This design comes from an exercise in tuning for small area and a short achievable clock period on the open sky130 flow, not from production work. Only simulation tests tie the RTL to the original design; equivalence was not proved. Power and IR drop assume default switching activity.

==> flow/design.v (excerpt) <==
module hdl_cpu(
	input clock,
	input nreset,
	output [13:0] prog_mem_addra,
	input [31:0] prog_mem_douta,
	input [7:0] prog_mem_doutb,
	output [15:0] addr_in,
	output [11:0] data_in,
	output main_mem_wen,
	input [7:0] main_mem_dout,
	output fb_wena,
	input [11:0] fb_douta,
	output call_stk_wen,
	output [7:0] call_stk_addr,
	output [13:0] call_stk_din,
	input [13:0] call_stk_dout,
	input vblank_int,
	input [7:0] prta_in,
	output [7:0] led,
	output [7:0] prta_out,
	output [7:0] prtb_out
);
Size in the first run: ~5,300 cells after synthesis, roughly 930 flip-flops, about 180 I/O pins.
clock: 20.0 ns
lec_check: 0
cap_margin: 20
core_margin: 2
core_utilization: 40
slew_margin: 20
standard.sh (not shown) runs the stock make flow with config.mk's settings and CLKGATE_MAP_FILE= SYNTH_SCRIPT=/design/flow/synth_recipe.tcl, a recipe that flattens the netlist after the stock synthesis.
==> flow/flow/run.sh <==
#!/bin/bash
# Own layout flow: the standard ORFS flow (standard.sh, all steps from
# synthesis to finish) with these changes:
#  - the ports are buffered by sky130_fd_sc_hd__buf_2;
#  - clock tree synthesis uses clkbuf_16 sink clusters of up to 20 flip-flops
#    and inserts no dummy loads;
#  - timing repair aims for 14.6 ns of setup slack (the standard flow allows up
#    to 5 ns); the constraints (constraint.sdc) are not changed;
#  - core utilization 50 %.
# make's full output goes to flow_make.log in this folder; ORFS writes each
# step's own log under orfs/logs/.
set -euo pipefail
bash standard.sh \
  CORE_UTILIZATION=50 \
  SETUP_SLACK_MARGIN=14.6 \
  BUFFER_PORTS_ARGS="-buffer_cell sky130_fd_sc_hd__buf_2" \
  CTS_ARGS="-sink_clustering_enable -repair_clock_nets -dont_use_dummy_load -buf_list sky130_fd_sc_hd__clkbuf_16 -sink_clustering_size 20 -sink_clustering_max_diameter 80" \
  finish > flow_make.log 2>&1
The starting point produced a clean layout.
Next try:
--- a/flow/flow/run.sh
+++ b/flow/flow/run.sh
@@ -6,3 +6,3 @@
 #    and inserts no dummy loads;
-#  - timing repair aims for 14.6 ns of setup slack (the standard flow allows up
+#  - timing repair aims for 14.5 ns of setup slack (the standard flow allows up
 #    to 5 ns); the constraints (constraint.sdc) are not changed;
@@ -14,3 +14,3 @@
   CORE_UTILIZATION=50 \
-  SETUP_SLACK_MARGIN=14.6 \
+  SETUP_SLACK_MARGIN=14.5 \
   BUFFER_PORTS_ARGS="-buffer_cell sky130_fd_sc_hd__buf_2" \
What happened: The new run produced a clean layout; non-clock buffer count drops by 2; synthesized area does not change; flip-flop and latch count stays the same.

---

hdl_cpu again, from the RTL that the note above started with.
Design hdl_cpu, start of the top module:
module hdl_cpu(
	input clock,
	input nreset,
	output [13:0] prog_mem_addra,
	input [31:0] prog_mem_douta,
	input [7:0] prog_mem_doutb,
	output [15:0] addr_in,
	output [11:0] data_in,
	output main_mem_wen,
	input [7:0] main_mem_dout,
	output fb_wena,
	input [11:0] fb_douta,
	output call_stk_wen,
	output [7:0] call_stk_addr,
	output [13:0] call_stk_din,
	input [13:0] call_stk_dout,
	input vblank_int,
	input [7:0] prta_in,
	output [7:0] led,
	output [7:0] prta_out,
	output [7:0] prtb_out
);
Settings: LEC_CHECK=0, CAP_MARGIN=20, CORE_MARGIN=2, CORE_UTILIZATION=40, SLEW_MARGIN=20; clock period 20.0 ns.
==> flow/flow/run.sh <==
#!/bin/bash
# Own layout flow: the standard ORFS flow (standard.sh, all steps from
# synthesis to finish) with these changes:
#  - the ports are buffered by sky130_fd_sc_hd__buf_2;
#  - clock tree synthesis uses clkbuf_8 sink clusters of up to 14 flip-flops
#    and inserts no dummy loads;
#  - timing repair aims for 14.5 ns of setup slack (the standard flow allows up
#    to 5 ns); the constraints (constraint.sdc) are not changed;
#  - core utilization 50 %.
# make's full output goes to flow_make.log in this folder; ORFS writes each
# step's own log under orfs/logs/.
set -euo pipefail
bash standard.sh \
  CORE_UTILIZATION=50 \
  SETUP_SLACK_MARGIN=14.5 \
  BUFFER_PORTS_ARGS="-buffer_cell sky130_fd_sc_hd__buf_2" \
  CTS_ARGS="-sink_clustering_enable -repair_clock_nets -dont_use_dummy_load -buf_list sky130_fd_sc_hd__clkbuf_8 -sink_clustering_size 14 -sink_clustering_max_diameter 65" \
  finish > flow_make.log 2>&1
Then changed:
--- a/flow/flow/run.sh
+++ b/flow/flow/run.sh
@@ -7 +7 @@
-#  - timing repair aims for 14.5 ns of setup slack (the standard flow allows up
+#  - timing repair aims for 14.6 ns of setup slack (the standard flow allows up
@@ -15 +15 @@
-  SETUP_SLACK_MARGIN=14.5 \
+  SETUP_SLACK_MARGIN=14.6 \
The new run produced a clean layout.
Worst setup slack got worse by 0.058 ns.
Wire length rose by 0.38%.
Combinational power stays flat.
Register-to-register slack degrades by 0.06 ns.
Cell area came out higher by 0.45%.
Utilization climbs by 0.25 points.
Global-route usage went up by 0.34 points.

-- what the ideal ports hide --
The flow's constraints put no driver on any port. The routed layouts listed below were extracted and timed again, unchanged, in two steps.
Step 1: set_driving_cell puts a clkbuf_16 on clock and a buf_2 on each other input, an assumption about the parent block.
Step 2 adds t to the input delays and takes it off the output delays; t is the mean of the earliest and latest rising clock arrival at the registers after step 1. Input paths then give back, and output paths get back, about the clock's delay inside the block.
Slacks: no drivers / after step 1 / after step 2; pairs: no drivers / after step 1.
run | shift t [ns] | slack for setup (ns) | worst setup path at the end | clock arrival spread, ns | worst register clock-pin slew, ns
the first run of note 1 | 0.762 | 14.316 / 14.316 / 13.880 | input to register | 0.110 / 0.111 | 0.10 / 0.10
the second run of note 1 | 0.774 | 14.449 / 14.449 / 13.818 | input to register | 0.084 / 0.084 | 0.10 / 0.10
the first run of note 2 | 0.840 | 14.429 / 14.429 / 13.704 | input to register | 0.087 / 0.088 | 0.10 / 0.10
the second run of note 2 | 0.832 | 14.370 / 14.370 / 13.825 | input to register | 0.116 / 0.117 | 0.10 / 0.10
After both steps setup and hold are still met in every run listed. For the first run of note 2, which loses most, drivers alone change the setup slack by 0.000 ns; drivers and shift together by -0.725 ns.
